Context: an optimization exercise on an open-source flow, tuned for small area and a short achievable clock period. The choices shown serve that exercise and are no tape-out recipe. In this exercise RTL edits were held to simulation tests only and were not proved equivalent to the original.

<file path="flow/run.sh">
#!/bin/bash
# synth_recipe.tcl (not shown) runs the flow's synth.tcl, then flattens the netlist and writes it again
# the make line also repeats each setting of config.mk as NAME=value (left out here)
make -C /OpenROAD-flow-scripts/flow DESIGN_CONFIG=/design/flow/config.mk WORK_HOME=/design/flow/orfs CLKGATE_MAP_FILE= SYNTH_SCRIPT=/design/flow/synth_recipe.tcl finish
</file>
<file path="flow/config.mk">
export PLATFORM = sky130hd
export DESIGN_NAME = div32p2
export DESIGN_NICKNAME = div32p2
export VERILOG_FILES = /design/flow/design.v
export SDC_FILE = /design/flow/constraint.sdc
export NUM_CORES = 4
export LEC_CHECK = 0
export ABC_AREA = 1
export CAP_MARGIN = 50
export CORE_MARGIN = 2
export CORE_UTILIZATION = 45
export GPL_TIMING_DRIVEN = 0
export PLACE_DENSITY = 0.6
export SLEW_MARGIN = 70
export SYNTH_HIERARCHICAL = 1
</file>
<file path="flow/constraint.sdc">
create_clock -name core_clock -period 95.0 [get_ports {clk}]
set_input_delay 19.0000 -clock core_clock [delete_from_list [all_inputs] [get_ports {clk}]]
set_output_delay 19.0000 -clock core_clock [all_outputs]
set_load 0.01 [all_outputs]
</file>
<file path="flow/design.v">
`default_nettype none
module dstep (
    input  wire [31:0] p,
    input  wire        b,
    input  wire [31:0] d,
    output wire        q,
    output wire [31:0] pn);
    wire [32:0] r_a = {p, b};
    wire [32:0] r_nb = {1'b1, d};   
    wire [32:0] r_g = r_a & r_nb;
    wire [32:0] r_t = r_a | r_nb;
    wire r_G1 = r_g[1] | (r_t[1] & r_a[0]) | (r_t[1] & r_nb[0]);
    wire r_G2 = r_g[3] | (r_t[3] & r_g[2]);
    wire r_P2 = r_t[3] & r_t[2];
    wire r_G3 = r_g[5] | (r_t[5] & r_g[4]);
    wire r_P3 = r_t[5] & r_t[4];
    wire r_G4 = r_g[7] | (r_t[7] & r_g[6]);
    wire r_P4 = r_t[7] & r_t[6];
    wire r_G5 = r_g[9] | (r_t[9] & r_g[8]);
    wire r_P5 = r_t[9] & r_t[8];
    wire r_G6 = r_g[11] | (r_t[11] & r_g[10]);
    wire r_P6 = r_t[11] & r_t[10];
    wire r_G7 = r_g[13] | (r_t[13] & r_g[12]);
    wire r_P7 = r_t[13] & r_t[12];
    wire r_G8 = r_g[15] | (r_t[15] & r_g[14]);
    wire r_P8 = r_t[15] & r_t[14];
    wire r_G9 = r_g[17] | (r_t[17] & r_g[16]);
    wire r_P9 = r_t[17] & r_t[16];
    wire r_G10 = r_g[19] | (r_t[19] & r_g[18]);
    wire r_P10 = r_t[19] & r_t[18];
    wire r_G11 = r_g[21] | (r_t[21] & r_g[20]);
    wire r_P11 = r_t[21] & r_t[20];
    wire r_G12 = r_g[23] | (r_t[23] & r_g[22]);
    wire r_P12 = r_t[23] & r_t[22];
    wire r_G13 = r_g[25] | (r_t[25] & r_g[24]);
    wire r_P13 = r_t[25] & r_t[24];
    wire r_G14 = r_g[27] | (r_t[27] & r_g[26]);
    wire r_P14 = r_t[27] & r_t[26];
    wire r_G15 = r_g[29] | (r_t[29] & r_g[28]);
    wire r_P15 = r_t[29] & r_t[28];
    wire r_G16 = r_g[31] | (r_t[31] & r_g[30]);
    wire r_P16 = r_t[31] & r_t[30];
    wire r_G17 = r_G2 | (r_P2 & r_G1);
    wire r_G18 = r_G4 | (r_P4 & r_G3);
    wire r_P18 = r_P4 & r_P3;
    wire r_G19 = r_G6 | (r_P6 & r_G5);
    wire r_P19 = r_P6 & r_P5;
    wire r_G20 = r_G8 | (r_P8 & r_G7);
    wire r_P20 = r_P8 & r_P7;
    wire r_G21 = r_G10 | (r_P10 & r_G9);
    wire r_P21 = r_P10 & r_P9;
    wire r_G22 = r_G12 | (r_P12 & r_G11);
    wire r_P22 = r_P12 & r_P11;
    wire r_G23 = r_G14 | (r_P14 & r_G13);
    wire r_P23 = r_P14 & r_P13;
    wire r_G24 = r_G16 | (r_P16 & r_G15);
    wire r_P24 = r_P16 & r_P15;
    wire r_G25 = r_G18 | (r_P18 & r_G17);
    wire r_G26 = r_G20 | (r_P20 & r_G19);
    wire r_P26 = r_P20 & r_P19;
    wire r_G27 = r_G22 | (r_P22 & r_G21);
    wire r_P27 = r_P22 & r_P21;
    wire r_G28 = r_G24 | (r_P24 & r_G23);
    wire r_P28 = r_P24 & r_P23;
    wire r_G29 = r_G26 | (r_P26 & r_G25);
    wire r_G30 = r_G28 | (r_P28 & r_G27);
    wire r_P30 = r_P28 & r_P27;
    wire r_G31 = r_G30 | (r_P30 & r_G29);
    wire r_G32 = r_G27 | (r_P27 & r_G29);
    wire r_G33 = r_G19 | (r_P19 & r_G25);
    wire r_G34 = r_G21 | (r_P21 & r_G29);
    wire r_G35 = r_G23 | (r_P23 & r_G32);
    wire r_G36 = r_G3 | (r_P3 & r_G17);
    wire r_G37 = r_G5 | (r_P5 & r_G25);
    wire r_G38 = r_G7 | (r_P7 & r_G33);
    wire r_G39 = r_G9 | (r_P9 & r_G29);
    wire r_G40 = r_G11 | (r_P11 & r_G34);
    wire r_G41 = r_G13 | (r_P13 & r_G32);
    wire r_G42 = r_G15 | (r_P15 & r_G35);
    wire [32:0] r_c = {r_G31, r_g[30], r_G42, r_g[28], r_G35, r_g[26], r_G41, r_g[24], r_G32, r_g[22], r_G40, r_g[20], r_G34, r_g[18], r_G39, r_g[16], r_G29, r_g[14], r_G38, r_g[12], r_G33, r_g[10], r_G37, r_g[8], r_G25, r_g[6], r_G36, r_g[4], r_G17, r_g[2], r_G1, r_t[0], 1'b1};
    wire r_s0 = (r_a[0] ^ 1'b1) ^ r_nb[0];
    wire r_s1 = (r_a[1] ^ (1'b1 ? r_t[0] : r_g[0])) ^ r_nb[1];
    wire r_s2 = (r_a[2] ^ r_G1) ^ r_nb[2];
    wire r_s3 = (r_a[3] ^ (r_G1 ? r_t[2] : r_g[2])) ^ r_nb[3];
    wire r_s4 = (r_a[4] ^ r_G17) ^ r_nb[4];
    wire r_s5 = (r_a[5] ^ (r_G17 ? r_t[4] : r_g[4])) ^ r_nb[5];
    wire r_s6 = (r_a[6] ^ r_G36) ^ r_nb[6];
    wire r_s7 = (r_a[7] ^ (r_G36 ? r_t[6] : r_g[6])) ^ r_nb[7];
    wire r_s8 = (r_a[8] ^ r_G25) ^ r_nb[8];
    wire r_s9 = (r_a[9] ^ (r_G25 ? r_t[8] : r_g[8])) ^ r_nb[9];
    wire r_s10 = (r_a[10] ^ r_G37) ^ r_nb[10];
    wire r_s11 = (r_a[11] ^ (r_G37 ? r_t[10] : r_g[10])) ^ r_nb[11];
    wire r_s12 = (r_a[12] ^ r_G33) ^ r_nb[12];
    wire r_s13 = (r_a[13] ^ (r_G33 ? r_t[12] : r_g[12])) ^ r_nb[13];
    wire r_s14 = (r_a[14] ^ r_G38) ^ r_nb[14];
    wire r_s15 = (r_a[15] ^ (r_G38 ? r_t[14] : r_g[14])) ^ r_nb[15];
    wire r_s16 = (r_a[16] ^ r_G29) ^ r_nb[16];
    wire r_s17 = (r_a[17] ^ (r_G29 ? r_t[16] : r_g[16])) ^ r_nb[17];
    wire r_s18 = (r_a[18] ^ r_G39) ^ r_nb[18];
    wire r_s19 = (r_a[19] ^ (r_G39 ? r_t[18] : r_g[18])) ^ r_nb[19];
    wire r_s20 = (r_a[20] ^ r_G34) ^ r_nb[20];
    wire r_s21 = (r_a[21] ^ (r_G34 ? r_t[20] : r_g[20])) ^ r_nb[21];
    wire r_s22 = (r_a[22] ^ r_G40) ^ r_nb[22];
    wire r_s23 = (r_a[23] ^ (r_G40 ? r_t[22] : r_g[22])) ^ r_nb[23];
    wire r_s24 = (r_a[24] ^ r_G32) ^ r_nb[24];
    wire r_s25 = (r_a[25] ^ (r_G32 ? r_t[24] : r_g[24])) ^ r_nb[25];
    wire r_s26 = (r_a[26] ^ r_G41) ^ r_nb[26];
    wire r_s27 = (r_a[27] ^ (r_G41 ? r_t[26] : r_g[26])) ^ r_nb[27];
    wire r_s28 = (r_a[28] ^ r_G35) ^ r_nb[28];
    wire r_s29 = (r_a[29] ^ (r_G35 ? r_t[28] : r_g[28])) ^ r_nb[29];
    wire r_s30 = (r_a[30] ^ r_G42) ^ r_nb[30];
    wire r_s31 = (r_a[31] ^ (r_G42 ? r_t[30] : r_g[30])) ^ r_nb[31];
    wire r_s32 = (r_a[32] ^ r_G31) ^ r_nb[32];
    wire [32:0] r_s = {r_s32, r_s31, r_s30, r_s29, r_s28, r_s27, r_s26, r_s25, r_s24, r_s23, r_s22, r_s21, r_s20, r_s19, r_s18, r_s17, r_s16, r_s15, r_s14, r_s13, r_s12, r_s11, r_s10, r_s9, r_s8, r_s7, r_s6, r_s5, r_s4, r_s3, r_s2, r_s1, r_s0};
    wire r_q = ~r_s[32];
    wire [31:0] r_pn = r_q ? r_s[31:0] : r_a[31:0];
    assign q = r_q;
    assign pn = r_pn;
endmodule
module div32p2(
    input  wire [63:0] x,
    input  wire [31:0] d,
    output wire [31:0] q,
    output wire [31:0] r,
    input  wire        clk,
    input  wire        rstn);
    wire [31:0] dn = ~d;
    wire sa0_q;
    wire [31:0] sa0_pn;
    dstep u_sa0 (.p(x[63:32]), .b(x[31]), .d(dn), .q(sa0_q), .pn(sa0_pn));
    wire sa1_q;
    wire [31:0] sa1_pn;
    dstep u_sa1 (.p(sa0_pn), .b(x[30]), .d(dn), .q(sa1_q), .pn(sa1_pn));
    wire sa2_q;
    wire [31:0] sa2_pn;
    dstep u_sa2 (.p(sa1_pn), .b(x[29]), .d(dn), .q(sa2_q), .pn(sa2_pn));
    wire sa3_q;
    wire [31:0] sa3_pn;
    dstep u_sa3 (.p(sa2_pn), .b(x[28]), .d(dn), .q(sa3_q), .pn(sa3_pn));
    wire sa4_q;
    wire [31:0] sa4_pn;
    dstep u_sa4 (.p(sa3_pn), .b(x[27]), .d(dn), .q(sa4_q), .pn(sa4_pn));
    wire sa5_q;
    wire [31:0] sa5_pn;
    dstep u_sa5 (.p(sa4_pn), .b(x[26]), .d(dn), .q(sa5_q), .pn(sa5_pn));
    wire sa6_q;
    wire [31:0] sa6_pn;
    dstep u_sa6 (.p(sa5_pn), .b(x[25]), .d(dn), .q(sa6_q), .pn(sa6_pn));
    wire sa7_q;
    wire [31:0] sa7_pn;
    dstep u_sa7 (.p(sa6_pn), .b(x[24]), .d(dn), .q(sa7_q), .pn(sa7_pn));
    reg [31:0] p1;
    reg [31:0] d1;   
    reg [23:0] x1;
    reg [31:24] q1;
    always @(posedge clk) begin
        p1 <= sa7_pn;
        d1 <= dn;
        x1 <= x[23:0];
        q1 <= {sa0_q, sa1_q, sa2_q, sa3_q, sa4_q, sa5_q, sa6_q, sa7_q};
    end
    wire sb0_q;
    wire [31:0] sb0_pn;
    dstep u_sb0 (.p(p1), .b(x1[23]), .d(d1), .q(sb0_q), .pn(sb0_pn));
    wire sb1_q;
    wire [31:0] sb1_pn;
    dstep u_sb1 (.p(sb0_pn), .b(x1[22]), .d(d1), .q(sb1_q), .pn(sb1_pn));
    wire sb2_q;
    wire [31:0] sb2_pn;
    dstep u_sb2 (.p(sb1_pn), .b(x1[21]), .d(d1), .q(sb2_q), .pn(sb2_pn));
    wire sb3_q;
    wire [31:0] sb3_pn;
    dstep u_sb3 (.p(sb2_pn), .b(x1[20]), .d(d1), .q(sb3_q), .pn(sb3_pn));
    wire sb4_q;
    wire [31:0] sb4_pn;
    dstep u_sb4 (.p(sb3_pn), .b(x1[19]), .d(d1), .q(sb4_q), .pn(sb4_pn));
    wire sb5_q;
    wire [31:0] sb5_pn;
    dstep u_sb5 (.p(sb4_pn), .b(x1[18]), .d(d1), .q(sb5_q), .pn(sb5_pn));
    wire sb6_q;
    wire [31:0] sb6_pn;
    dstep u_sb6 (.p(sb5_pn), .b(x1[17]), .d(d1), .q(sb6_q), .pn(sb6_pn));
    wire sb7_q;
    wire [31:0] sb7_pn;
    dstep u_sb7 (.p(sb6_pn), .b(x1[16]), .d(d1), .q(sb7_q), .pn(sb7_pn));
    wire sb8_q;
    wire [31:0] sb8_pn;
    dstep u_sb8 (.p(sb7_pn), .b(x1[15]), .d(d1), .q(sb8_q), .pn(sb8_pn));
    wire sb9_q;
    wire [31:0] sb9_pn;
    dstep u_sb9 (.p(sb8_pn), .b(x1[14]), .d(d1), .q(sb9_q), .pn(sb9_pn));
    wire sb10_q;
    wire [31:0] sb10_pn;
    dstep u_sb10 (.p(sb9_pn), .b(x1[13]), .d(d1), .q(sb10_q), .pn(sb10_pn));
    wire sb11_q;
    wire [31:0] sb11_pn;
    dstep u_sb11 (.p(sb10_pn), .b(x1[12]), .d(d1), .q(sb11_q), .pn(sb11_pn));
    wire sb12_q;
    wire [31:0] sb12_pn;
    dstep u_sb12 (.p(sb11_pn), .b(x1[11]), .d(d1), .q(sb12_q), .pn(sb12_pn));
    wire sb13_q;
    wire [31:0] sb13_pn;
    dstep u_sb13 (.p(sb12_pn), .b(x1[10]), .d(d1), .q(sb13_q), .pn(sb13_pn));
    wire sb14_q;
    wire [31:0] sb14_pn;
    dstep u_sb14 (.p(sb13_pn), .b(x1[9]), .d(d1), .q(sb14_q), .pn(sb14_pn));
    wire sb15_q;
    wire [31:0] sb15_pn;
    dstep u_sb15 (.p(sb14_pn), .b(x1[8]), .d(d1), .q(sb15_q), .pn(sb15_pn));
    wire sb16_q;
    wire [31:0] sb16_pn;
    dstep u_sb16 (.p(sb15_pn), .b(x1[7]), .d(d1), .q(sb16_q), .pn(sb16_pn));
    reg [31:0] p2;
    reg [31:0] d2;   
    reg [6:0] x2;
    reg [31:7] q2;
    reg        rz;   
    always @(posedge clk) begin
        p2 <= sb16_pn;
        d2 <= d1;
        x2 <= x1[6:0];
        q2 <= {q1, sb0_q, sb1_q, sb2_q, sb3_q, sb4_q, sb5_q, sb6_q, sb7_q, sb8_q, sb9_q, sb10_q, sb11_q, sb12_q, sb13_q, sb14_q, sb15_q, sb16_q};
        rz <= ~rstn;
    end
    wire sc0_q;
    wire [31:0] sc0_pn;
    dstep u_sc0 (.p(p2), .b(x2[6]), .d(d2), .q(sc0_q), .pn(sc0_pn));
    wire sc1_q;
    wire [31:0] sc1_pn;
    dstep u_sc1 (.p(sc0_pn), .b(x2[5]), .d(d2), .q(sc1_q), .pn(sc1_pn));
    wire sc2_q;
    wire [31:0] sc2_pn;
    dstep u_sc2 (.p(sc1_pn), .b(x2[4]), .d(d2), .q(sc2_q), .pn(sc2_pn));
    wire sc3_q;
    wire [31:0] sc3_pn;
    dstep u_sc3 (.p(sc2_pn), .b(x2[3]), .d(d2), .q(sc3_q), .pn(sc3_pn));
    wire sc4_q;
    wire [31:0] sc4_pn;
    dstep u_sc4 (.p(sc3_pn), .b(x2[2]), .d(d2), .q(sc4_q), .pn(sc4_pn));
    wire sc5_q;
    wire [31:0] sc5_pn;
    dstep u_sc5 (.p(sc4_pn), .b(x2[1]), .d(d2), .q(sc5_q), .pn(sc5_pn));
    wire sc6_q;
    wire [31:0] sc6_pn;
    dstep u_sc6 (.p(sc5_pn), .b(x2[0]), .d(d2), .q(sc6_q), .pn(sc6_pn));
    wire [31:0] qc = {q2, sc0_q, sc1_q, sc2_q, sc3_q, sc4_q, sc5_q, sc6_q};
    assign q = rz ? 32'd0 : qc;
    assign r = rz ? 32'd0 : sc6_pn;
endmodule
`default_nettype wire
</file>
==> results of run 1 <==
-- worst paths after layout --
| kind | startpoint | to | slack, ps |
|---|---|---|---|
| worst min-delay path | x1[6] | x2[6] | 330 |
| worst max register to register | d1[3] | p2[26] | 61100 |
| worst max-delay path | d[18] | p1[19] | 60120 |
| worst min register to register | x1[6] | x2[6] | 330 |
-- critical path, delay by kind of cell --
family	cells	cell delay (ps)
and+or+nand+nor	69	7760
AOI/OAI and AO/OA	20	5040
buffers and inverters	23	3370
-- routing by layer --
layer,up-vias,GRT usage,wire [um]
met5,-,0,0
met4,0,0.180,12700
met3,484,0.0136,2700
met2,1026,0.571,103000
met1,31700,0.203,59700
li1,38100,-,-
-- stage by stage --
stage / setup slack (ps) / instance area [um^2] / util / hold WS, ps
6_report: 60120 / 66000 / 0.488 / 328
5_1_grt: 57820 / 66000 / 0.488 / 336
4_1_cts: 60010 / 65800 / 0.487 / 332
3_5_place_dp: 59450 / 65200 / 0.483 / 312
3_3_place_gp: 59350 / 64900 / 0.480 / 312
2_1_floorplan: 63570 / 61000 / - / 310
-- synth_stat cells --
| master | instances | share of area |
|---|---|---|
| nor2_1 | 2048 | 0.13 |
| nor3_1 | 32 | 0.0026 |
| nand2_4 | 96 | 0.018 |
| o21ai_2 | 320 | 0.046 |
| xnor2_1 | 288 | 0.041 |
| buf_2 | 64 | 0.0052 |
| o21bai_1 | 32 | 0.0039 |
| nor2_4 | 32 | 0.0059 |
| a21o_2 | 32 | 0.0046 |
| a21oi_1 | 416 | 0.034 |
| nand2_1 | 4320 | 0.27 |
| clkinv_1 | 32 | 0.0020 |
| nand3_2 | 32 | 0.0052 |
| o21ai_1 | 192 | 0.016 |
| or2_1 | 160 | 0.016 |
| nand3_1 | 672 | 0.055 |
| inv_1 | 1345 | 0.083 |
| dfxtp_1 | 193 | 0.063 |
| ha_1 | 32 | 0.0066 |
| a31oi_1 | 64 | 0.0066 |
| xor2_1 | 512 | 0.073 |
| inv_2 | 64 | 0.0039 |
| or2_2 | 32 | 0.0033 |
| o21ai_0 | 544 | 0.045 |
| nand3b_1 | 96 | 0.012 |
| nor2_2 | 64 | 0.0066 |
| clkbuf_2 | 32 | 0.0026 |
| a21oi_2 | 128 | 0.018 |
| nand2_2 | 96 | 0.0098 |
| buf_6 | 103 | 0.019 |
-- flip-flops by register name, indices dropped and copies added, names as in the netlist --
signal	flops
d1	32
p1	32
q2	25
x2	7
rz	1
p2	32
x1	24
q1	8
d2	32
-- cell type report --
class | count | share of cell area
Inverter | 1441 | 0.0820
Tap cell | 1781 | 0.0338
Sequential cell | 193 | 0.0610
Multi-Input combinational cell | 10200 | 0.762
Clock inverter | 14 | 0.00284
Timing Repair Buffer | 168 | 0.0273
Clock buffer | 18 | 0.00650
Buffer | 199 | 0.0248
-- Yosys stat by module, one instance, submodules excluded --
module   cell area [um^2]  flops+latches  copies in the design
div32p2              4550            193                     1
dstep                1770              0                    32
-- logic make-up (layout without fill, tap and decap cells) --
kind of cell,after synthesis,in the layout,synth area share
buffers and inverters,1640,1840,0.115
DFF,193,193,0.0633
AOI/OAI and AO/OA,1728,1728,0.174
and+or+nand+nor,7680,7680,0.526
xor gates and xnor gates,800,800,0.115
adders and majority gates,32,32,0.00656
==> results.txt, run 1 <==
Placed wire-length estimate - 157 mm
Yosys reg bits - 193
Seq/Total Area, Yosys - 0.0633
Cts hold-fix bufs - 0
Fin. Hold Viols - 0
TritonCTS clock tree - built
Minimum clock period - 34880 ps
Number of routed nets with antenna violations - 0
Initial Utilization - 0.452
Final clock skew - 17.2 ps
Overflow after GRT - 0
Commonest non-fill, non-tap cells in the layout - nand2_1, nor2_1, inv_1
Cell Count, Final, Fillers Out - 14.1k
CTS HTree Levels - 4
Worst Tran Pin Value - 462 ps
P&R area growth vs syn - 8.14%
Cts repair resizes - 0
Synthesized area per cell - 5.06 um^2
CTS Sinks - 193
Worst-Skew Late Latency - 550 ps
Post-CTS Repair Setup Buffers - 0
Tot GR Track Use - 0.257
Placed insts - 14.0k
YS warnings - 7
Die Y-Extent - 372 um
Max_cap viols - 0
Cells after Synth - 12.1k
Root Buffer - clkbuf_16
Antenna fix cells - 0
Syn nets - 12.2k
# IOs - 162
Post-Synthesis Cell Area - 0.0610 mm^2
Iter 0 DRT Violations - 2833
Die W - 372 um
Setup violators final - 0
Die area - 0.139 mm^2
CP arrival - 35310 ps
TritonCTS Buffers - 17
R2R depth - 224
Tcrit/Tclk final - 0.367
Critical path endpoint category - flop
# rows - 135
Buffers on Ports - 161
Max Clk Rate - 28.7 MHz
Critical path class - in -> reg
Routed len/inst - 12.7 um
CP startpoint kind - input pin
Global-route wire length before repair - 301 mm
Total vias in the final route - 71.3k
Slew Viols, Final - 0
Layout cells sized above 1 - 0.103
Initial antenna violation count - 0
Post-Route WL - 179 mm
Slowest-stage cell, CP - clkdlybuf4s50_1
Vias in the first global route - 70.1k
Vias per cell - 5.07
FF/Latch Area - 0.00403 mm^2
Clock buffer depth - 2
Fill cells - 14.4k
CTS clk-pin slew, worst paths - 90 ps
Netlist cell types - 30
Worst path required time - 95430 ps
Hold Path Depth - 0
Slew headroom - 0.690
Commonest non-fill, non-tap cell in the layout - nand2_1
RePlAce Congestion - 0.930
CP max FO - 25
Max stage delay on crit path - 470 ps
CORE AREA - 0.135 mm^2
RSZ-0062 raised after global routing - false
Status - no timing/DRC/antenna violations
First-pass detailed-route iteration total - 6
Most used cell, CP - nand2_4
Worst Hold Class - reg -> reg
Setup total negative slack - 0 ps
Largest net degree at the start of global routing - 53
Post-route DRC - 0
Multi-input gate area - 0.0503 mm^2
# nets final - 12.4k
==> run 2: changes to the inputs <==
==> flow/flow/run.sh (new file) <==
#!/bin/bash
# The standard layout (the standard.sh, synthesis unchanged), except that the port
# buffers that placement inserts on every input and output are sky130_fd_sc_hd__buf_2
# instead of the delay cell clkdlybuf4s50_1 the default picks.
set -euo pipefail
export BUFFER_PORTS_ARGS="-buffer_cell sky130_fd_sc_hd__buf_2"
bash standard.sh > standard.log 2>&1
==> flow/standard.sh (new file) <==
#!/bin/bash
# synth_recipe.tcl (not shown) runs the flow's synth.tcl, then flattens the netlist and writes it again
# the make line also repeats each setting of config.mk as NAME=value (left out here)
make -C /OpenROAD-flow-scripts/flow DESIGN_CONFIG=/design/flow/config.mk WORK_HOME=/design/flow/orfs CLKGATE_MAP_FILE= SYNTH_SCRIPT=/design/flow/synth_recipe.tcl "${@:-finish}"
--- a/flow/config.mk
+++ b/flow/config.mk
@@ -12,3 +12,3 @@
 export GPL_TIMING_DRIVEN = 0
-export PLACE_DENSITY = 0.6
+export PLACE_DENSITY = 0.72
 export SLEW_MARGIN = 70
removed: flow/run.sh
==> run 2 against run 1 <==
  * Utilization decreased by 0.69 points
  * Cell count about the same
  * Still clean on timing, DRC and antenna
  * Critical path type unchanged
  * Synthesized cell count unchanged
==> results.txt, run 2 <==
Status - no timing/DRC/antenna violations (unchanged)
Synth async-reset ratio - 0 (unchanged)
Launch point of the worst path - d[7] (was d[18])
Post-Route WL - 154 mm (was 179 mm)
Total vias in the final route - 68.8k (was 71.3k)
Initial antenna violation count - 1 (was 0)
Post-Place Cell Area - 0.0644 mm^2 (was 0.0652 mm^2)
Routed len/inst - 11.0 um (was 12.7 um)
Placed wire-length estimate - 137 mm (was 157 mm)
CP max FO - 17 (was 25)
Multi-input gate area - 0.0503 mm^2 (about the same)
# IOs - 162 (unchanged)
Die Y-Extent - 372 um (unchanged)
CP arrival - 34210 ps (was 35310 ps)
Slew Viols, Final - 0 (unchanged)
Final instance area - 0.0651 mm^2 (was 0.0660 mm^2)
Worst-Skew Late Latency - 550 ps (about the same)
First-pass detailed-route iteration total - 6 (unchanged)
Overflow after GRT - 0 (unchanged)
Max Clk Rate - 29.6 MHz (was 28.7 MHz)
Layout cells sized above 1 - 0.115 (was 0.103)
Largest net degree at the start of global routing - 36 (was 53)
Worst path required time - 95430 ps (about the same)
Critical path endpoint category - flop (unchanged)
Slowest-stage cell, CP - o21ai_0 (was clkdlybuf4s50_1)
Worst Hold Class - reg -> reg (unchanged)
Initial Utilization - 0.452 (unchanged)
Commonest non-fill, non-tap cells in the layout - nand2_1, nor2_1, inv_1 (unchanged)
Vias in the first global route - 64.2k (was 70.1k)
Seq/Total Area, Yosys - 0.0633 (unchanged)
Setup violators final - 0 (unchanged)
P&R area growth vs syn - 6.62% (was 8.14%)
Post-route DRC - 0 (unchanged)
Worst reg2reg startpoint - d1[3] (unchanged)
CP endpoint - p1[22] (was p1[19])
Top cells by area, synth - nand2_1, nor2_1, inv_1 (unchanged)
Netlist cell types - 30 (unchanged)
Critical path class - in -> reg (unchanged)
Clock buffer depth - 2 (unchanged)
R2R depth - 232 (was 224)
RePlAce Congestion - 0.879 (was 0.930)
Tcrit/Tclk final - 0.356 (was 0.367)
Root Buffer - clkbuf_16 (unchanged)
Die W - 372 um (unchanged)
Buffers on Ports - 161 (unchanged)
# rows - 135 (unchanged)
Cells after Synth - 12.1k (unchanged)
CP startpoint kind - input pin (unchanged)
Post-synth EDFFs - 0 (unchanged)
CORE AREA - 0.135 mm^2 (unchanged)
Crit Reg-Reg Endpoint - p2[22] (was p2[26])
Global-route wire length before repair - 266 mm (was 301 mm)
Cts repair resizes - 0 (unchanged)
Cts hold-fix bufs - 0 (unchanged)
Core Util, Final - 0.482 (was 0.488)
Minimum clock period - 33790 ps (was 34880 ps)
Synthesized area per cell - 5.06 um^2 (unchanged)
Max stage delay on crit path - 370 ps (was 470 ps)
CTS HTree Levels - 4 (unchanged)
YS warnings - 7 (unchanged)
Commonest non-fill, non-tap cell in the layout - nand2_1 (unchanged)
Vias per cell - 4.89 (was 5.07)
FF/Latch Area - 0.00402 mm^2 (was 0.00403 mm^2)
Yosys reg bits - 193 (unchanged)
Final clock skew - 27.5 ps (was 17.2 ps)
Post-CTS Repair Setup Buffers - 0 (unchanged)
Synth top area share - 0.266 (unchanged)
Syn nets - 12.2k (unchanged)
TritonCTS Buffers - 17 (unchanged)
Fill cells - 14.9k (was 14.4k)
Most used cell, CP - nand2_4 (unchanged)
Number of routed nets with antenna violations - 0 (unchanged)
Max_cap viols - 0 (unchanged)
Iter 0 DRT Violations - 2534 (was 2833)
Post-Synthesis Cell Area - 0.0610 mm^2 (unchanged)
Post-synth top cells - nand2_1, nor2_1, inv_1, nand3_1, o21ai_0 (unchanged)
Die area - 0.139 mm^2 (unchanged)
Cell taking the most area after synthesis - nand2_1 (unchanged)
TritonCTS clock tree - built (unchanged)
Count leader, synth - nand2_1 (unchanged)
R2R setup slack - 62500 ps (was 61100 ps)
CTS Sinks - 193 (unchanged)
Worst Tran Pin Value - 446 ps (was 462 ps)
Setup total negative slack - 0 ps (unchanged)
Fin. Hold Viols - 0 (unchanged)
CTS clk-pin slew, worst paths - 80 ps (was 90 ps)
Tot GR Track Use - 0.223 (was 0.257)
Slew headroom - 0.699 (was 0.690)
RSZ-0062 raised after global routing - false (unchanged)
Hold slack - 332 ps (was 328 ps)
# nets final - 12.4k (about the same)
Main synth FF type - dfxtp_1 (unchanged)
==> run 2: cell count changes in the layout (fill, tap and decap cells not counted), moves of 3 or more <==
cell             change
o21ai_1              -3
o21ai_0              +3
clkdlybuf4s50_1    -161
buf_16               -4
buf_2              +161
clkinv_8             -3
==> run 2: layout make-up <==
cell class	instances	area share
Multi-Input combinational cell	10200	0.773
Antenna cell	1	0.0000384
Clock buffer	19	0.00698
Clock inverter	13	0.00242
Buffer	199	0.0252
Inverter	1441	0.0831
Tap cell	1781	0.0342
Sequential cell	193	0.0618
Timing Repair Buffer	164	0.0136
==> run 2: metrics by stage <==
stage / cells / setup WS, ps
2_1_floorplan: 12100 / 63570
3_3_place_gp: 14000 / 59980
4_1_cts: 14100 / 61060
6_report: 14100 / 61210
5_1_grt: 14100 / 59100
3_5_place_dp: 14000 / 60490
==> run 2: logic make-up after synthesis <==
logic type,count (synthesis),share of synthesized area
buffers and inverters,1640,0.115
and+or+nand+nor,7680,0.526
DFF,193,0.0633
adders and majority gates,32,0.00656
xor gates and xnor gates,800,0.115
AOI/OAI and AO/OA,1728,0.174
==> run 2: per-layer routing <==
metal	GRT usage	vias up	wire length, um
met4	0.125	0	8490
li1	-	38100	-
met5	0	-	0
met2	0.487	761	86300
met1	0.193	29600	56900
met3	0.0144	331	2190
==> run 2: worst min path at each step <==
stage / from / endpoint / slack [ps] / depth (start not counted)
after floorplan: q1[24] / q2[24] / 310 / 0
after global placement: q1[28] / q2[28] / 310 / 0
after detailed placement: q1[28] / q2[28] / 310 / 0
after CTS: q1[28] / q2[28] / 330 / 0
after global routing: q1[28] / q2[28] / 340 / 0
final: q1[29] / q2[29] / 330 / 0
==> run 2: worst max-delay path: cells and delay by family <==
kind            cells  cell delay, ps
simple gates       66            7030
buf+inv            22            2720
compound gates     22            5340
==> run 2: modules after synthesis (local to each module, per instance) <==
module	area [um^2]	flops+latches
div32p2	4550	193
dstep	1770	0
==> run 3: changes to the inputs <==
--- a/flow/config.mk
+++ b/flow/config.mk
@@ -12,3 +12,3 @@
 export GPL_TIMING_DRIVEN = 0
-export PLACE_DENSITY = 0.72
+export PLACE_DENSITY = 0.95
 export SLEW_MARGIN = 70
==> run 3 against run 2 <==
  * Utilization about the same
  * Global-route usage down 0.51 points
  * Synthesized cell count unchanged
  * Count of clock-buffer cells in the layout did not move
  * Cell count barely moved
  * Non-clock buffer count unchanged
  * Sequential cell count stayed put
  * Wire length fell by 0.83%
  * Highest routed layer is now met5
==> results.txt, run 3 <==
Status - no timing/DRC/antenna violations (unchanged)
Post-synth top cells - nand2_1, nor2_1, inv_1, nand3_1, o21ai_0 (unchanged)
Max_cap viols - 0 (unchanged)
Final clock skew - 16.9 ps (was 27.5 ps)
Critical path endpoint category - flop (unchanged)
Syn nets - 12.2k (unchanged)
Top cells by area, synth - nand2_1, nor2_1, inv_1 (unchanged)
Overflow after GRT - 0 (unchanged)
Post-route DRC - 0 (unchanged)
Buffers on Ports - 161 (unchanged)
TritonCTS Buffers - 17 (unchanged)
Main synth FF type - dfxtp_1 (unchanged)
Slew headroom - 0.661 (was 0.699)
Root Buffer - clkbuf_16 (unchanged)
Setup violators final - 0 (unchanged)
Post-synth EDFFs - 0 (unchanged)
Number of routed nets with antenna violations - 0 (unchanged)
# rows - 135 (unchanged)
CP max FO - 17 (unchanged)
Synth top area share - 0.266 (unchanged)
Core Util, Final - 0.482 (about the same)
Clock buffer depth - 2 (unchanged)
First-pass detailed-route iteration total - 6 (unchanged)
Post-Synthesis Cell Area - 0.0610 mm^2 (unchanged)
Netlist cell types - 30 (unchanged)
Slew Viols, Final - 0 (unchanged)
TritonCTS clock tree - built (unchanged)
CP startpoint kind - input pin (unchanged)
Vias per cell - 5.09 (was 4.89)
RSZ-0062 raised after global routing - false (unchanged)
P&R area growth vs syn - 6.63% (was 6.62%)
Critical path class - in -> reg (unchanged)
# nets final - 12.4k (unchanged)
Commonest non-fill, non-tap cell in the layout - nand2_1 (unchanged)
Total vias in the final route - 71.6k (was 68.8k)
Cells after Synth - 12.1k (unchanged)
RePlAce Congestion - 0.924 (was 0.879)
Fin. Hold Viols - 0 (unchanged)
Initial Utilization - 0.452 (unchanged)
Tot GR Track Use - 0.218 (was 0.223)
YS warnings - 7 (unchanged)
Synth async-reset ratio - 0 (unchanged)
Die W - 372 um (unchanged)
Setup total negative slack - 0 ps (unchanged)
Final instance area - 0.0651 mm^2 (about the same)
# IOs - 162 (unchanged)
Iter 0 DRT Violations - 3690 (was 2534)
Slowest-stage cell, CP - o21ai_0 (unchanged)
Layout cells sized above 1 - 0.115 (unchanged)
Global-route wire length before repair - 267 mm (was 266 mm)
Worst Tran Pin Value - 508 ps (was 446 ps)
Initial antenna violation count - 4 (was 1)
Max stage delay on crit path - 360 ps (was 370 ps)
Die Y-Extent - 372 um (unchanged)
CTS clk-pin slew, worst paths - 70 ps (was 80 ps)
Post-CTS Repair Setup Buffers - 0 (unchanged)
Cts repair resizes - 0 (unchanged)
Minimum clock period - 33850 ps (was 33790 ps)
CTS Sinks - 193 (unchanged)
Post-Place Cell Area - 0.0644 mm^2 (about the same)
Die area - 0.139 mm^2 (unchanged)
Cell taking the most area after synthesis - nand2_1 (unchanged)
Most used cell, CP - nand2_4 (unchanged)
Routed len/inst - 10.9 um (was 11.0 um)
Synthesized area per cell - 5.06 um^2 (unchanged)
Tcrit/Tclk final - 0.356 (about the same)
CP arrival - 34270 ps (was 34210 ps)
Post-Route WL - 153 mm (was 154 mm)
CORE AREA - 0.135 mm^2 (unchanged)
Yosys reg bits - 193 (unchanged)
Cts hold-fix bufs - 0 (unchanged)
Commonest non-fill, non-tap cells in the layout - nand2_1, nor2_1, inv_1 (unchanged)
Placed wire-length estimate - 132 mm (was 137 mm)
Worst-Skew Late Latency - 530 ps (was 550 ps)
Vias in the first global route - 66.3k (was 64.2k)
Seq/Total Area, Yosys - 0.0633 (unchanged)
Largest net degree at the start of global routing - 53 (was 36)
CTS HTree Levels - 4 (unchanged)
Worst path required time - 95410 ps (was 95430 ps)
Max Clk Rate - 29.5 MHz (was 29.6 MHz)
Count leader, synth - nand2_1 (unchanged)
Worst Hold Class - reg -> reg (unchanged)
==> run 3: per-layer routing <==
| metal | up-vias | global-route usage | wire [um] |
|---|---|---|---|
| met5 | - | 0 | 13 |
| li1 | 38200 | - | - |
| met1 | 31200 | 0.207 | 58300 |
| met2 | 1658 | 0.434 | 79700 |
| met4 | 2 | 0.154 | 9820 |
| met3 | 531 | 0.0206 | 4780 |
==> run 3: layout make-up <==
cell class                 instances  area, um^2
fill                           13100       70000
multi-input combinational      10200       50300
inverter                        1441        5410
sequential                       193        4020
tap                             1781        2230
buffer                           199        1640
timing repair buffer             164         888
clock buffer                      19         433
clock inverter                    13         175
antenna                            2        5.00
==> run 3: cell families after synthesis <==
family | Yosys count | synth area share
compound gates | 1728 | 0.174
xor+xnor | 800 | 0.115
fa+ha+maj | 32 | 0.00656
buf+inv | 1640 | 0.115
flops | 193 | 0.0633
simple gates | 7680 | 0.526
==> run 3: per-module statistics from Yosys (local to each module, per instance) <==
module | area, um^2 | flops+latches | cells inside | copies in the design
div32p2 | 4550 | 193 | 361 | 1
dstep | 1770 | 0 | 366 | 32
==> run 3: final timing paths <==
kind	from	to	slack (ps)	depth (start not counted)
worst max-delay path	d[7]	p1[26]	61150	112
worst min-delay path	q1[24]	q2[24]	330	0
worst max register to register	d1[9]	p2[24]	62830	224
worst min register to register	q1[24]	q2[24]	330	0
==> run 3: per-stage QoR <==
step                cells  setup slack (ps)  hold slack (ps)
finish              14100             61150              329
global placement    14000             60650              311
detailed placement  14000             60570              313
floorplan           12100             63570              310
global route        14100             59590              337
CTS                 14000             61090              332
==> run 3: critical path: cells and delay by family <==
kind,cells,cell delay [ps]
AND/OR/NAND/NOR,69,7320
buffers and inverters,23,2810
AO/OA/AOI/OAI,20,5070
==> run 4: changes to the inputs <==
--- a/flow/config.mk
+++ b/flow/config.mk
@@ -12,3 +12,3 @@
 export GPL_TIMING_DRIVEN = 0
-export PLACE_DENSITY = 0.95
+export PLACE_DENSITY = 0.6
 export SLEW_MARGIN = 70
==> run 4 against run 3 <==
  * Still clean
  * Synthesized cell count unchanged
  * Die area stayed put
  * Count of clock-buffer cells in the layout fell by 1
  * Non-clock buffer count is 5 higher
  * Clock skew grew 3.3 ps
  * Wire length is 15% higher
  * Hold slack worse by 2.9 ps
  * Largest cell class unchanged
==> results.txt, run 4 <==
Status - no timing/DRC/antenna violations (unchanged)
Max Clk Rate - 29.0 MHz (was 29.5 MHz)
First-pass detailed-route iteration total - 6 (unchanged)
CTS Sinks - 193 (unchanged)
Clock buffer depth - 2 (unchanged)
Worst Tran Pin Value - 476 ps (was 508 ps)
Minimum clock period - 34450 ps (was 33850 ps)
Min-delay src - x1[6] (was q1[24])
Top sig layer - met5 (unchanged)
Synth async-reset ratio - 0 (unchanged)
TritonCTS Buffers - 17 (unchanged)
CTS HTree Levels - 4 (unchanged)
Critical path class - in -> reg (unchanged)
Syn nets - 12.2k (unchanged)
Initial Utilization - 0.452 (unchanged)
Commonest non-fill, non-tap cell in the layout - nand2_1 (unchanged)
FF/Latch Area - 0.00402 mm^2 (unchanged)
Routed len/inst - 12.5 um (was 10.9 um)
Core Util, Final - 0.483 (was 0.482)
Die Y-Extent - 372 um (unchanged)
# IOs - 162 (unchanged)
Layout cells sized above 1 - 0.116 (was 0.115)
Placement Setup Slack - 59880 ps (was 60570 ps)
YS warnings - 7 (unchanged)
Overflow after GRT - 0 (unchanged)
CP max FO - 25 (was 17)
Post-synth EDFFs - 0 (unchanged)
Synthesized area per cell - 5.06 um^2 (unchanged)
Worst-Skew Late Latency - 540 ps (was 530 ps)
Setup total negative slack - 0 ps (unchanged)
Main synth FF type - dfxtp_1 (unchanged)
P&R area growth vs syn - 6.86% (was 6.63%)
M1 WL - 58.9 mm (was 58.3 mm)
Seq/Total Area, Yosys - 0.0633 (unchanged)
Max stage delay on crit path - 370 ps (was 360 ps)
CP startpoint kind - input pin (unchanged)
Antenna fix cells - 0 (was 2)
Commonest non-fill, non-tap cells in the layout - nand2_1, nor2_1, inv_1 (unchanged)
Final clock skew - 20.2 ps (was 16.9 ps)
Setup violators final - 0 (unchanged)
Slew headroom - 0.680 (was 0.661)
Multi-input gate area - 0.0503 mm^2 (about the same)
Post-synth top cells - nand2_1, nor2_1, inv_1, nand3_1, o21ai_0 (unchanged)
Tcrit/Tclk final - 0.363 (was 0.356)
Post-Synthesis Cell Area - 0.0610 mm^2 (unchanged)
Critical path endpoint category - flop (unchanged)
CP arrival - 34860 ps (was 34270 ps)
Vias per cell - 5.05 (was 5.09)
Largest net degree at the start of global routing - 53 (unchanged)
DR WL met3 - 2.62 mm (was 4.78 mm)
Cell taking the most area after synthesis - nand2_1 (unchanged)
Buffers on Ports - 161 (unchanged)
Initial antenna violation count - 2 (was 4)
# rows - 135 (unchanged)
Global-route wire length before repair - 300 mm (was 267 mm)
Cts hold-fix bufs - 0 (unchanged)
Fin. Hold Viols - 0 (unchanged)
CTS clk-pin slew, worst paths - 90 ps (was 70 ps)
Cts repair resizes - 0 (unchanged)
Max_cap viols - 0 (unchanged)
Slew Viols, Final - 0 (unchanged)
RePlAce Congestion - 0.933 (was 0.924)
Placed wire-length estimate - 156 mm (was 132 mm)
Post-CTS Repair Setup Buffers - 0 (unchanged)
Number of routed nets with antenna violations - 0 (unchanged)
RSZ-0062 raised after global routing - false (unchanged)
Die W - 372 um (unchanged)
Synth top area share - 0.266 (unchanged)
Root Buffer - clkbuf_16 (unchanged)
Met2 WL post-DR - 102 mm (was 79.7 mm)
Slowest-stage cell, CP - o21ai_0 (unchanged)
TritonCTS clock tree - built (unchanged)
Worst reg2reg startpoint - d1[4] (was d1[9])
Top cells by area, synth - nand2_1, nor2_1, inv_1 (unchanged)
Most used cell, CP - nand2_4 (unchanged)
Post-Route WL - 176 mm (was 153 mm)
Netlist cell types - 30 (unchanged)
Tot GR Track Use - 0.256 (was 0.218)
Total vias in the final route - 70.9k (was 71.6k)
Yosys reg bits - 193 (unchanged)
Worst Hold Class - reg -> reg (unchanged)
# nets final - 12.4k (about the same)
Vias in the first global route - 70.0k (was 66.3k)
Post-route DRC - 0 (unchanged)
Count leader, synth - nand2_1 (unchanged)
Fill cells - 14.5k (was 13.1k)
Iter 0 DRT Violations - 2758 (was 3690)
CORE AREA - 0.135 mm^2 (unchanged)
Worst Setup Slack, final - 60550 ps (was 61150 ps)
Launch point of the worst path - d[18] (was d[7])
Die area - 0.139 mm^2 (unchanged)
Cells after Synth - 12.1k (unchanged)
Worst path required time - 95420 ps (was 95410 ps)
## run 4: cell counts after synthesis
No cell type changed its count.
## run 4: path summary, 6_finish.rpt
path,slack [ps],depth (start not counted),end
worst min-delay path,330,0,x2[6]
worst max register to register,61520,228,p2[21]
worst min register to register,330,0,x2[6]
worst max-delay path,60550,110,p1[21]
## run 4: worst max-delay path, delay by kind of cell
family | cells | cell delay (ps)
compound gates | 22 | 5340
simple gates | 66 | 7480
buf+inv | 22 | 2930
## run 4: cells by family (layout without fill, tap and decap cells)
family | Yosys count | count (layout) | share of synthesized area
xor+xnor | 800 | 800 | 0.115
fa+ha+maj | 32 | 32 | 0.00656
flops | 193 | 193 | 0.0633
buf+inv | 1640 | 1841 | 0.115
compound gates | 1728 | 1728 | 0.174
simple gates | 7680 | 7680 | 0.526
## run 4: stage by stage
step | hold slack, ps | cell area [um^2] | std cells
floorplan | 310 | 61000 | 12100
global placement | 312 | 64100 | 14000
detailed placement | 313 | 64400 | 14000
CTS | 334 | 65000 | 14000
global route | 339 | 65200 | 14100
finish | 326 | 65200 | 14100
## run 4: final cells by class
type                    count  share of cell area
multi-input cells       10200               0.771
inverters                1441              0.0829
flip-flops and latches    193              0.0617
well taps                1781              0.0342
plain buffers             199              0.0251
repair buffers            169              0.0157
clock buffers              18             0.00658
clock inverters            14             0.00284
## run 4: per-module statistics from Yosys, one instance, submodules excluded
module	cell area (um^2)	flip-flops and latches	copies in the design
div32p2	4550	193	1
dstep	1770	0	32
## run 4: metal layers
metal,up-vias,global-route usage
li1,38100,-
met1,31400,0.204
met2,963,0.567
met3,464,0.0148
met4,2,0.175
met5,-,0
==> run 5: changes to the inputs <==
--- a/flow/config.mk
+++ b/flow/config.mk
@@ -12,3 +12,3 @@
 export GPL_TIMING_DRIVEN = 0
-export PLACE_DENSITY = 0.6
+export PLACE_DENSITY = 0.85
 export SLEW_MARGIN = 70
==> run 5 against run 4 <==
  * Global-route usage decreased by 3.9 points
  * Critical endpoint is now p1[22]
  * Sequential share of layout area about the same
  * Wire length shrank 14%
  * Fmax grew 2.2%
  * Still clean on timing, DRC and antenna
  * Die area is the same
  * Clock skew increased by 3.7 ps
==> results.txt, run 5 <==
Max_cap viols - 0 (unchanged)
Final clock skew - 23.9 ps (was 20.2 ps)
Syn nets - 12.2k (unchanged)
Tcrit/Tclk final - 0.355 (was 0.363)
Post-Route WL - 150 mm (was 176 mm)
Buffers on Ports - 161 (unchanged)
Routed len/inst - 10.7 um (was 12.5 um)
Worst Hold Class - reg -> reg (unchanged)
Die W - 372 um (unchanged)
Count leader, synth - nand2_1 (unchanged)
RSZ-0062 raised after global routing - false (unchanged)
Global-route wire length before repair - 262 mm (was 300 mm)
Commonest non-fill, non-tap cell in the layout - nand2_1 (unchanged)
Cts hold-fix bufs - 0 (unchanged)
Final instance area - 0.0651 mm^2 (was 0.0652 mm^2)
Critical path endpoint category - flop (unchanged)
Fill cells - 14.1k (was 14.5k)
Post-Synthesis Cell Area - 0.0610 mm^2 (unchanged)
Cts repair resizes - 0 (unchanged)
CTS clk-pin slew, worst paths - 80 ps (was 90 ps)
Yosys reg bits - 193 (unchanged)
Worst-Skew Late Latency - 540 ps (about the same)
P&R area growth vs syn - 6.64% (was 6.86%)
Slew headroom - 0.705 (was 0.680)
Max Clk Rate - 29.7 MHz (was 29.0 MHz)
Die Y-Extent - 372 um (unchanged)
Main synth FF type - dfxtp_1 (unchanged)
First-pass detailed-route iteration total - 7 (was 6)
Worst Tran Pin Value - 442 ps (was 476 ps)
CP startpoint kind - input pin (unchanged)
Tot GR Track Use - 0.216 (was 0.256)
Post-synth top cells - nand2_1, nor2_1, inv_1, nand3_1, o21ai_0 (unchanged)
Post-CTS Repair Setup Buffers - 0 (unchanged)
Die area - 0.139 mm^2 (unchanged)
Synth top area share - 0.266 (unchanged)
Seq/Total Area, Yosys - 0.0633 (unchanged)
Hold slack - 332 ps (was 326 ps)
Setup violators final - 0 (unchanged)
Total vias in the final route - 70.0k (was 70.9k)
Critical path class - in -> reg (unchanged)
Cell taking the most area after synthesis - nand2_1 (unchanged)
Worst path required time - 95420 ps (about the same)
Commonest non-fill, non-tap cells in the layout - nand2_1, nor2_1, inv_1 (unchanged)
Root Buffer - clkbuf_16 (unchanged)
CP max FO - 17 (was 25)
# nets final - 12.4k (about the same)
YS warnings - 7 (unchanged)
Initial antenna violation count - 3 (was 2)
Placed wire-length estimate - 132 mm (was 156 mm)
R2R setup slack - 62750 ps (was 61520 ps)
Overflow after GRT - 0 (unchanged)
Vias in the first global route - 64.8k (was 70.0k)
# rows - 135 (unchanged)
Netlist cell types - 30 (unchanged)
Synth async-reset ratio - 0 (unchanged)
Iter 0 DRT Violations - 2788 (was 2758)
Synthesized area per cell - 5.06 um^2 (unchanged)
CP arrival - 34120 ps (was 34860 ps)
Layout cells sized above 1 - 0.115 (was 0.116)
Core Util, Final - 0.482 (was 0.483)
Setup total negative slack - 0 ps (unchanged)
Most used cell, CP - nand2_4 (unchanged)
Post-route DRC - 0 (unchanged)
Top cells by area, synth - nand2_1, nor2_1, inv_1 (unchanged)
Max stage delay on crit path - 360 ps (was 370 ps)
Post-synth EDFFs - 0 (unchanged)
Slew Viols, Final - 0 (unchanged)
CORE AREA - 0.135 mm^2 (unchanged)
CTS Sinks - 193 (unchanged)
Cells after Synth - 12.1k (unchanged)
Vias per cell - 4.98 (was 5.05)
# IOs - 162 (unchanged)
CTS HTree Levels - 4 (unchanged)
Largest net degree at the start of global routing - 53 (unchanged)
Clock buffer depth - 2 (unchanged)
RePlAce Congestion - 0.916 (was 0.933)
Minimum clock period - 33700 ps (was 34450 ps)
Status - no timing/DRC/antenna violations (unchanged)
Number of routed nets with antenna violations - 0 (unchanged)
TritonCTS clock tree - built (unchanged)
TritonCTS Buffers - 17 (unchanged)
Post-Place Cell Area - 0.0644 mm^2 (about the same)
Initial Utilization - 0.452 (unchanged)
Slowest-stage cell, CP - o21ai_0 (unchanged)
Fin. Hold Viols - 0 (unchanged)
==> run 5: stage by stage <==
stage / cells / setup slack [ps]
finish: 14100 / 61310
global route: 14100 / 59390
CTS: 14000 / 61220
detailed placement: 14000 / 60650
global placement: 14000 / 60460
floorplan: 12100 / 63570
==> run 5: logic make-up (layout without fill, tap and decap cells) <==
family | after synthesis | in the layout | synth area share
buffers and inverters | 1640 | 1836 | 0.115
DFF | 193 | 193 | 0.0633
xor gates and xnor gates | 800 | 800 | 0.115
other | 0 | 2 | 0
and+or+nand+nor | 7680 | 7680 | 0.526
AOI/OAI and AO/OA | 1728 | 1728 | 0.174
adders and majority gates | 32 | 32 | 0.00656
==> run 5: layout make-up <==
class                      instances  area, um^2  share of cell area
sequential                       193        4020              0.0618
clock buffer                      17         425             0.00654
tap                             1781        2230              0.0342
timing repair buffer             164         888              0.0136
multi-input combinational      10200       50300               0.772
antenna                            2        5.00           0.0000769
buffer                           199        1640              0.0252
clock inverter                    15         210             0.00323
inverter                        1441        5410              0.0831
==> run 5: final timing paths <==
check	depth (start not counted)	end	startpoint
max reg2reg	233	p2[28]	d1[3]
min	0	q2[24]	q1[24]
max	116	p1[22]	d[7]
min reg2reg	0	q2[24]	q1[24]
==> run 5: critical path: cells and delay by family <==
family          cells  cell delay (ps)
simple gates       78             8040
compound gates     16             4270
buf+inv            22             2720
==> run 5: modules after synthesis, one instance, submodules excluded <==
module / copies in the design / flip-flops and latches / cells
dstep: 32 / 0 / 366
div32p2: 1 / 193 / 361
==> run 5: per-layer routing <==
metal / track usage / share of wire / vias to the layer above
met4: 0.137 / 0.062 / 2
met3: 0.0179 / 0.020 / 420
met1: 0.198 / 0.38 / 30400
met2: 0.449 / 0.53 / 1049
met5: 0 / 0.00013 / -
li1: - / - / 38100
==> run 6: changes to the inputs <==
--- a/flow/config.mk
+++ b/flow/config.mk
@@ -10,3 +10,3 @@
 export CORE_MARGIN = 2
-export CORE_UTILIZATION = 45
+export CORE_UTILIZATION = 58
 export GPL_TIMING_DRIVEN = 0
==> run 6 against run 5 <==
  * Still clean
  * Sequential cell count unchanged
  * Critical path depth decreased by 2
  * Synthesized cell count unchanged
  * Cell area decreased by 0.73%
==> results.txt, run 6 <==
P&R area growth vs syn - 5.86% (was 6.64%)
Multi-input gate area - 0.0503 mm^2 (about the same)
Main synth FF type - dfxtp_1 (unchanged)
Overflow after GRT - 0 (unchanged)
Setup violators final - 0 (unchanged)
Clock buffer depth - 2 (unchanged)
Global-route wire length before repair - 286 mm (was 262 mm)
Number of routed nets with antenna violations - 0 (unchanged)
Slowest-stage cell, CP - o21ai_0 (unchanged)
Buffers on Ports - 161 (unchanged)
Max_cap viols - 0 (unchanged)
Die Y-Extent - 328 um (was 372 um)
Vias in the first global route - 70.0k (was 64.8k)
CTS clk-pin slew, worst paths - 90 ps (was 80 ps)
Most used cell, CP - nand2_4 (unchanged)
Post-Synthesis Cell Area - 0.0610 mm^2 (unchanged)
Fill cells - 10.1k (was 14.1k)
CP max FO - 17 (unchanged)
TritonCTS Buffers - 17 (unchanged)
Fin. Hold Viols - 0 (unchanged)
Iter 0 DRT Violations - 3535 (was 2788)
Status - no timing/DRC/antenna violations (unchanged)
Post-synth top cells - nand2_1, nor2_1, inv_1, nand3_1, o21ai_0 (unchanged)
Commonest non-fill, non-tap cell in the layout - nand2_1 (unchanged)
Post-CTS Repair Setup Buffers - 0 (unchanged)
Layout cells sized above 1 - 0.115 (about the same)
CTS HTree Levels - 4 (unchanged)
CTS Sinks - 193 (unchanged)
Vias per cell - 5.28 (was 4.98)
Cell taking the most area after synthesis - nand2_1 (unchanged)
Tcrit/Tclk final - 0.360 (was 0.355)
Met1 Track Usage GR - 0.258 (was 0.198)
# IOs - 162 (unchanged)
Placed insts - 13.6k (was 14.0k)
FF/Latch Area - 0.00402 mm^2 (unchanged)
Worst-Skew Late Latency - 540 ps (about the same)
CP startpoint kind - input pin (unchanged)
Total vias in the final route - 72.2k (was 70.0k)
Critical path endpoint category - flop (unchanged)
RSZ-0062 raised after global routing - false (unchanged)
Critical path class - in -> reg (unchanged)
Commonest non-fill, non-tap cells in the layout - nand2_1, nor2_1, inv_1 (unchanged)
Core Util, Final - 0.616 (was 0.482)
Cell Count, Final, Fillers Out - 13.7k (was 14.1k)
Worst Hold Class - reg -> reg (unchanged)
First-pass detailed-route iteration total - 8 (was 7)
Routed len/inst - 12.1 um (was 10.7 um)
CORE AREA - 0.105 mm^2 (was 0.135 mm^2)
Initial Utilization - 0.582 (was 0.452)
CP arrival - 34660 ps (was 34120 ps)
Placed wire-length estimate - 142 mm (was 132 mm)
YS warnings - 7 (unchanged)
Post-Route WL - 166 mm (was 150 mm)
Syn nets - 12.2k (unchanged)
Worst Tran Pin Value - 463 ps (was 442 ps)
Hold slack - 327 ps (was 332 ps)
Synth async-reset ratio - 0 (unchanged)
# nets final - 12.4k (unchanged)
Slew Viols, Final - 0 (unchanged)
Netlist cell types - 30 (unchanged)
Slew headroom - 0.689 (was 0.705)
Top cells by area, synth - nand2_1, nor2_1, inv_1 (unchanged)
Minimum clock period - 34250 ps (was 33700 ps)
Max Clk Rate - 29.2 MHz (was 29.7 MHz)
Most Crowded Layer GR - met2 (unchanged)
Post-synth EDFFs - 0 (unchanged)
Setup total negative slack - 0 ps (unchanged)
GR Util met2 - 0.622 (was 0.449)
Yosys reg bits - 193 (unchanged)
Initial antenna violation count - 3 (unchanged)
Largest net degree at the start of global routing - 53 (unchanged)
Cells after Synth - 12.1k (unchanged)
Die area - 0.108 mm^2 (was 0.139 mm^2)
Tot GR Track Use - 0.305 (was 0.216)
Max stage delay on crit path - 370 ps (was 360 ps)
Final clock skew - 30.4 ps (was 23.9 ps)
Met3 Use GR - 0.0286 (was 0.0179)
Die W - 328 um (was 372 um)
RePlAce Congestion - 0.963 (was 0.916)
Cts repair resizes - 0 (unchanged)
# rows - 119 (was 135)
Count leader, synth - nand2_1 (unchanged)
Synth top area share - 0.266 (unchanged)
Post-route DRC - 0 (unchanged)
Seq/Total Area, Yosys - 0.0633 (unchanged)
TritonCTS clock tree - built (unchanged)
Cts hold-fix bufs - 0 (unchanged)
Synthesized area per cell - 5.06 um^2 (unchanged)
Root Buffer - clkbuf_16 (unchanged)
Worst path required time - 95410 ps (was 95420 ps)
==> run 6: logic make-up after synthesis <==
kind of cell | Yosys count | synth area share
adders and majority gates | 32 | 0.00656
AOI/OAI and AO/OA | 1728 | 0.174
and+or+nand+nor | 7680 | 0.526
DFF | 193 | 0.0633
buffers and inverters | 1640 | 0.115
xor gates and xnor gates | 800 | 0.115
==> run 6: layout make-up <==
| class | instances | share of cell area |
|---|---|---|
| Sequential cell | 193 | 0.0623 |
| Antenna cell | 1 | 0.0000387 |
| Tap cell | 1391 | 0.0269 |
| Clock inverter | 14 | 0.00287 |
| Clock buffer | 18 | 0.00680 |
| Inverter | 1441 | 0.0837 |
| Multi-Input combinational cell | 10200 | 0.778 |
| Timing Repair Buffer | 164 | 0.0137 |
| Buffer | 199 | 0.0254 |
==> run 6: metrics by stage <==
step / area [um^2] / setup slack, ps
global route: 64600 / 58870
global placement: 63600 / 60320
detailed placement: 63900 / 60270
CTS: 64500 / 60760
finish: 64600 / 60750
floorplan: 61000 / 63570
==> run 6: worst max-delay path: cells and delay by family <==
family / cells / cell delay [ps]
and+or+nand+nor: 74 / 8010
buffers and inverters: 22 / 2780
AOI/OAI and AO/OA: 18 / 4760
==> run 6: routing by layer <==
metal,routed length [um],share of wire
met3,4230,0.026
met2,88800,0.54
met1,58100,0.35
met5,23,0.00014
met4,14500,0.087
==> run 6: path summary, 6_finish.rpt <==
path              startpoint  endpoint  slack [ps]  depth (start not counted)
setup / recovery        d[3]    p1[22]       60750                        114
hold / removal        q1[27]    q2[27]         330                          0
setup reg to reg       d1[2]    p2[28]       61890                        231
hold reg to reg       q1[27]    q2[27]         330                          0
==> run 6: per-module statistics from Yosys, one instance, submodules excluded <==
| module | cells | times used | area, um^2 | flip-flops and latches |
|---|---|---|---|---|
| div32p2 | 361 | 1 | 4550 | 193 |
| dstep | 366 | 32 | 1770 | 0 |

-- re-timing with driven ports --
The results above use ideal ports. As a check the final layouts listed here were re-extracted and re-timed, cells and wires unchanged.
Step 1: set_driving_cell puts a clkbuf_16 on clk and a buf_2 on each other input, an assumption about the parent block.
Step 2 also shifts input and output timing later by t, the mid clock arrival at the registers, as if the neighbouring blocks saw the same clock.
Three values: ideal ports, drivers, drivers and shift; two values: the first two.
| run | t, ns | setup slack, ns | slew at the worst register clock pin (ns) |
|---|---|---|---|
| run 1 | 0.614 | 60.122 / 60.173 / 59.559 | 0.09 / 0.09 |
| run 2 | 0.616 | 61.214 / 61.275 / 60.659 | 0.09 / 0.09 |
| run 3 | 0.595 | 61.146 / 61.203 / 60.608 | 0.08 / 0.08 |
| run 4 | 0.609 | 60.554 / 60.615 / 60.006 | 0.09 / 0.09 |
| run 5 | 0.605 | 61.305 / 61.354 / 60.750 | 0.09 / 0.09 |
| run 6 | 0.605 | 60.753 / 60.807 / 60.202 | 0.11 / 0.11 |
After both steps setup and hold are still met in every run listed. The setup slack of run 1, which loses most, moves by +0.051 ns with the drivers and by -0.563 ns with both steps.
